Background: an optimization exercise with open tools, aiming at small area. Do not read the settings as production practice.
Only simulation tests tie the RTL to the original design; equivalence was not proved.

Setup of 05-03:
==> flow/design.v <==
`timescale 1ns/1ps
module gshare_pht_next(
    input  row,
    input  col,
    input  valid,
    input  p,
    input  qn,
    input  train_tn,    
    input  train_dn,    
    output p_d,
    output qn_d
);
    wire en, sel, x, y;
    gshare_nand2 u_en  (.a(row), .b(col), .y(en));
    gshare_a21oi u_sel (.a1(valid), .a2(qn), .b1(en), .y(sel));
    gshare_a21oi u_x   (.a1(valid), .a2(p), .b1(sel), .y(x));
    gshare_a21oi u_p   (.a1(train_tn), .a2(sel), .b1(x), .y(p_d));
    gshare_nand3 u_y   (.a(en), .b(valid), .c(qn), .y(y));
    gshare_o21ai u_qn  (.a1(en), .a2(train_dn), .b1(y), .y(qn_d));
endmodule
module gshare_aoi222(input a1, input a2, input b1, input b2, input c1, input c2, output y);
    assign y = ~((a1 & a2) | (b1 & b2) | (c1 & c2));
endmodule
module gshare_aoi22(input a1, input a2, input b1, input b2, output y);
    assign y = ~((a1 & a2) | (b1 & b2));
endmodule
module gshare_a21oi(input a1, input a2, input b1, output y);
    assign y = ~((a1 & a2) | b1);
endmodule
module gshare_o21ai(input a1, input a2, input b1, output y);
    assign y = ~((a1 | a2) & b1);
endmodule
module gshare_nand2(input a, input b, output y);
    assign y = ~(a & b);
endmodule
module gshare_nand3(input a, input b, input c, output y);
    assign y = ~(a & b & c);
endmodule
module gshare_and3(input a, input b, input c, output y);
    assign y = a & b & c;
endmodule
module gshare_nand4(input a, input b, input c, input d, output y);
    assign y = ~(a & b & c & d);
endmodule
module gshare_nor2(input a, input b, output y);
    assign y = ~(a | b);
endmodule
module gshare_sel16(
    input  [15:0] d,
    input  [15:0] s,
    output y
);
    wire [5:0] g;
    wire h;
    genvar i;
    generate
        for (i = 0; i < 5; i = i + 1) begin : g_aoi
            gshare_aoi222 u (.a1(d[3*i]), .a2(s[3*i]), .b1(d[3*i+1]), .b2(s[3*i+1]),
                             .c1(d[3*i+2]), .c2(s[3*i+2]), .y(g[i]));
        end
    endgenerate
    gshare_nand2 u_last (.a(d[15]), .b(s[15]), .y(g[5]));
    gshare_and3  u_and  (.a(g[0]), .b(g[1]), .c(g[2]), .y(h));
    gshare_nand4 u_or   (.a(h), .b(g[3]), .c(g[4]), .d(g[5]), .y(y));
endmodule
module gshare_sel8(
    input  [7:0] d,
    input  [7:0] s,
    output y
);
    wire [2:0] g;
    gshare_aoi222 u_a (.a1(d[0]), .a2(s[0]), .b1(d[1]), .b2(s[1]), .c1(d[2]), .c2(s[2]), .y(g[0]));
    gshare_aoi222 u_b (.a1(d[3]), .a2(s[3]), .b1(d[4]), .b2(s[4]), .c1(d[5]), .c2(s[5]), .y(g[1]));
    gshare_aoi22  u_c (.a1(d[6]), .a2(s[6]), .b1(d[7]), .b2(s[7]), .y(g[2]));
    gshare_nand3  u_or (.a(g[0]), .b(g[1]), .c(g[2]), .y(y));
endmodule
module Gshare_branch_predictor(
    input clk,
    input rst_n,
    input  predict_valid,
    input  [6:0] predict_pc,
    output predict_taken,
    output [6:0] predict_history,
    input train_valid,
    input train_taken,
    input train_mispredicted,
    input [6:0] train_history,
    input [6:0] train_pc
);
    reg [6:0] GHR;
    reg [127:0] p;    
    reg [127:0] qn;   
    reg pht_valid;    
    always @(posedge clk or negedge rst_n) begin
        if (!rst_n)
            pht_valid <= 1'b0;
        else
            pht_valid <= 1'b1;
    end
    wire [6:0] predict_index = predict_pc ^ GHR;
    wire [6:0] train_index   = train_pc ^ train_history;
    wire [15:0] predict_col = 16'd1 << predict_index[3:0];
    wire [7:0]  predict_rows;
    genvar r;
    generate
        for (r = 0; r < 8; r = r + 1) begin : g_predict_row
            gshare_sel16 u (.d(p[16*r+15:16*r]), .s(predict_col), .y(predict_rows[r]));
        end
    endgenerate
    assign predict_taken = pht_valid & predict_rows[predict_index[6:4]];
    assign predict_history = GHR;
    always @(posedge clk or negedge rst_n) begin
        if (!rst_n)
            GHR <= 7'b0;
        else if (train_valid && train_mispredicted)
            GHR <= {train_history[5:0], train_taken};
        else if (predict_valid)
            GHR <= {GHR[5:0], predict_taken};
    end
    wire [3:0] col_lo_n  = ~(4'd1 << train_index[1:0]);
    wire [3:0] col_hi_n  = ~(4'd1 << train_index[3:2]);
    wire [3:0] row_lo_n  = ~(4'd1 << train_index[5:4]);
    wire [1:0] row_hi_n  = ~({2{train_valid}} & (2'd1 << train_index[6]));
    wire [15:0] col_a, col_b;    
    wire [7:0]  row_a, row_b;    
    genvar c;
    generate
        for (c = 0; c < 16; c = c + 1) begin : g_col
            gshare_nor2 u_a (.a(col_lo_n[c%4]), .b(col_hi_n[c/4]), .y(col_a[c]));
            gshare_nor2 u_b (.a(col_lo_n[c%4]), .b(col_hi_n[c/4]), .y(col_b[c]));
        end
        for (c = 0; c < 8; c = c + 1) begin : g_row
            gshare_nor2 u_a (.a(row_lo_n[c%4]), .b(row_hi_n[c/4]), .y(row_a[c]));
            gshare_nor2 u_b (.a(row_lo_n[c%4]), .b(row_hi_n[c/4]), .y(row_b[c]));
        end
    endgenerate
    wire train_p;
    wire [7:0] train_rows;
    generate
        for (r = 0; r < 8; r = r + 1) begin : g_train_row
            gshare_sel16 u (.d(p[16*r+15:16*r]), .s(r < 4 ? col_a : col_b), .y(train_rows[r]));
        end
    endgenerate
    gshare_sel8 u_train_read (.d(train_rows), .s(row_a), .y(train_p));
    wire train_dn = (pht_valid & train_p) ^ train_taken;
    wire [127:0] p_d, qn_d;
    genvar k;
    generate
        for (k = 0; k < 128; k = k + 1) begin : g_pht
            gshare_pht_next u_next (
                .row(k%16 < 8 ? row_a[k/16] : row_b[k/16]),
                .col(k/16 < 4 ? col_a[k%16] : col_b[k%16]), .valid(pht_valid), .p(p[k]), .qn(qn[k]),
                .train_tn(~train_taken), .train_dn(train_dn),
                .p_d(p_d[k]), .qn_d(qn_d[k])
            );
        end
    endgenerate
    always @(posedge clk) begin
        p  <= p_d;
        qn <= qn_d;
    end
endmodule
clock: 7.0 ns
lec_check: 0
cap_margin: 5
core_margin: 2
core_utilization: 60
slew_margin: 5
synth_hierarchical: 1
synth_minimum_keep_size: 0
standard.sh (not shown) runs the stock make flow with config.mk's settings and CLKGATE_MAP_FILE= SYNTH_SCRIPT=/design/flow/synth_recipe.tcl, a recipe that flattens the netlist after the stock synthesis.
==> flow/flow/run.sh <==
#!/bin/bash
# Own layout flow: the standard ORFS flow (standard.sh), with
#  - synthesis mapped by an area-oriented ABC script (flow/area.abc) instead of
#    ORFS's speed script; everything else in the synthesis is the standard flow's script,
#  - ports buffered with the smallest buffer,
#  - a clock tree built from smaller clock buffers without dummy loads.
# Each tool's output goes to a log file in this folder (and ORFS's own logs
# under orfs/logs).
set -euo pipefail
W=$(pwd)
export AREA_ABC_SCRIPT=$W/flow/area.abc

# The standard flow's synthesis script with ABC's -script argument replaced
{
  head -n 1 synth_recipe.tcl
  cat <<'TCL'
proc abc {args} {
  set i [lsearch -exact $args -script]
  if { $i >= 0 } { set args [lreplace $args $i [expr { $i + 1 }] -script $::env(AREA_ABC_SCRIPT)] }
  yosys abc {*}$args
}
TCL
  tail -n +2 synth_recipe.tcl
} > area_synth.tcl
sed "s|synth_recipe.tcl|area_synth.tcl|g" standard.sh > area_standard.sh

bash area_standard.sh \
  "BUFFER_PORTS_ARGS=-buffer_cell sky130_fd_sc_hd__buf_1" \
  "CTS_ARGS=-sink_clustering_enable -repair_clock_nets -dont_use_dummy_load -buf_list sky130_fd_sc_hd__clkbuf_8 -sink_clustering_size 16 -sink_clustering_max_diameter 80" \
  finish > make.log 2>&1
==> flow/flow/area.abc <==
strash
&get -n
&st
&synch2
&put
dch -f
amap
> inputs changed (05-03 -> 03-14)
--- a/flow/design.v
+++ b/flow/design.v
@@ -3,5 +3,4 @@
     input  row,
     input  col,
-    input  valid,
     input  p,
     input  qn,
@@ -11,11 +10,8 @@
     output qn_d
 );
-    wire en, sel, x, y;
-    gshare_nand2 u_en  (.a(row), .b(col), .y(en));
-    gshare_a21oi u_sel (.a1(valid), .a2(qn), .b1(en), .y(sel));
-    gshare_a21oi u_x   (.a1(valid), .a2(p), .b1(sel), .y(x));
-    gshare_a21oi u_p   (.a1(train_tn), .a2(sel), .b1(x), .y(p_d));
-    gshare_nand3 u_y   (.a(en), .b(valid), .c(qn), .y(y));
-    gshare_o21ai u_qn  (.a1(en), .a2(train_dn), .b1(y), .y(qn_d));
+    wire en  = ~(row & col);
+    wire sel = ~(en | qn);                  
+    assign p_d  = ~((train_tn & sel) | ~(p | sel));
+    assign qn_d = ~((en | train_dn) & ~(en & qn));
 endmodule
 module gshare_aoi222(input a1, input a2, input b1, input b2, input c1, input c2, output y);
@@ -24,10 +20,4 @@
 module gshare_aoi22(input a1, input a2, input b1, input b2, output y);
     assign y = ~((a1 & a2) | (b1 & b2));
-endmodule
-module gshare_a21oi(input a1, input a2, input b1, output y);
-    assign y = ~((a1 & a2) | b1);
-endmodule
-module gshare_o21ai(input a1, input a2, input b1, output y);
-    assign y = ~((a1 | a2) & b1);
 endmodule
 module gshare_nand2(input a, input b, output y);
@@ -91,11 +81,4 @@
     reg [127:0] p;    
     reg [127:0] qn;   
-    reg pht_valid;    
-    always @(posedge clk or negedge rst_n) begin
-        if (!rst_n)
-            pht_valid <= 1'b0;
-        else
-            pht_valid <= 1'b1;
-    end
     wire [6:0] predict_index = predict_pc ^ GHR;
     wire [6:0] train_index   = train_pc ^ train_history;
@@ -108,5 +91,5 @@
         end
     endgenerate
-    assign predict_taken = pht_valid & predict_rows[predict_index[6:4]];
+    assign predict_taken = predict_rows[predict_index[6:4]];
     assign predict_history = GHR;
     always @(posedge clk or negedge rst_n) begin
@@ -143,5 +126,5 @@
     endgenerate
     gshare_sel8 u_train_read (.d(train_rows), .s(row_a), .y(train_p));
-    wire train_dn = (pht_valid & train_p) ^ train_taken;
+    wire train_dn = train_p ^ train_taken;
     wire [127:0] p_d, qn_d;
     genvar k;
@@ -150,5 +133,5 @@
             gshare_pht_next u_next (
                 .row(k%16 < 8 ? row_a[k/16] : row_b[k/16]),
-                .col(k/16 < 4 ? col_a[k%16] : col_b[k%16]), .valid(pht_valid), .p(p[k]), .qn(qn[k]),
+                .col(k/16 < 4 ? col_a[k%16] : col_b[k%16]), .p(p[k]), .qn(qn[k]),
                 .train_tn(~train_taken), .train_dn(train_dn),
                 .p_d(p_d[k]), .qn_d(qn_d[k])
@@ -156,7 +139,12 @@
         end
     endgenerate
-    always @(posedge clk) begin
-        p  <= p_d;
-        qn <= qn_d;
+    always @(posedge clk or negedge rst_n) begin
+        if (!rst_n) begin
+            p  <= 128'b0;
+            qn <= 128'b0;
+        end else begin
+            p  <= p_d;
+            qn <= qn_d;
+        end
     end
 endmodule
Any difference in hold-fix buffer count after cts between 03-14 and 05-03 is small enough to ignore.
Net count after synthesis, 05-03 and 03-14: higher on 05-03
Looking at global-route usage, 03-14 sits above 05-03.
Compared with 05-03, 03-14 shows iteration count of the initial detailed-routing pass lower by 1.
Relative area change from synthesis to final layout across 05-03 and 03-14: no real change.
The more densely filled core belongs to 03-14, not 05-03.
In the flow results for 05-03 and 03-14, the final cycle utilization of the critical path is smaller on 03-14.
In the metrics for 05-03 and 03-14, the one carrying the higher total number of vias is 05-03.
Relative to 05-03, pre-CTS setup slack increased by 17 ps in 03-14.
Row setup slack: 03-14 higher / 05-03 lower
Of the two values seen for cell group occupying the most layout area, multi-input combinational cells was produced by 05-03 and registers by 03-14.
Against 05-03, the final cell area of 03-14 is higher.

## afterwards: timing with drivers on the ports
The flow's constraints put no driver on any port. The routed layouts listed below were extracted and timed again, unchanged, in two steps.
Step 1 assumes that a clkbuf_16 drives the clock port and a buf_2 every other input.
Step 2 adds t to the input delays and takes it off the output delays; t is the mean of the earliest and latest rising clock arrival at the registers after step 1. Input paths then give back, and output paths get back, about the clock's delay inside the block.
Three values: ideal, step 1, step 2; two values: the first two.
run | shift t [ns] | slack for setup (ns) | hold slack, ns
05-03 | 0.568 | 1.281 / 1.257 / 1.257 | 0.485 / 0.485 / 0.485
03-14 | 0.583 | 1.452 / 1.427 / 1.313 | 0.485 / 0.485 / 0.485
After both steps setup and hold are still met in every run listed. The setup slack of 03-14, which loses most, moves by -0.025 ns with the drivers and by -0.139 ns with both steps.
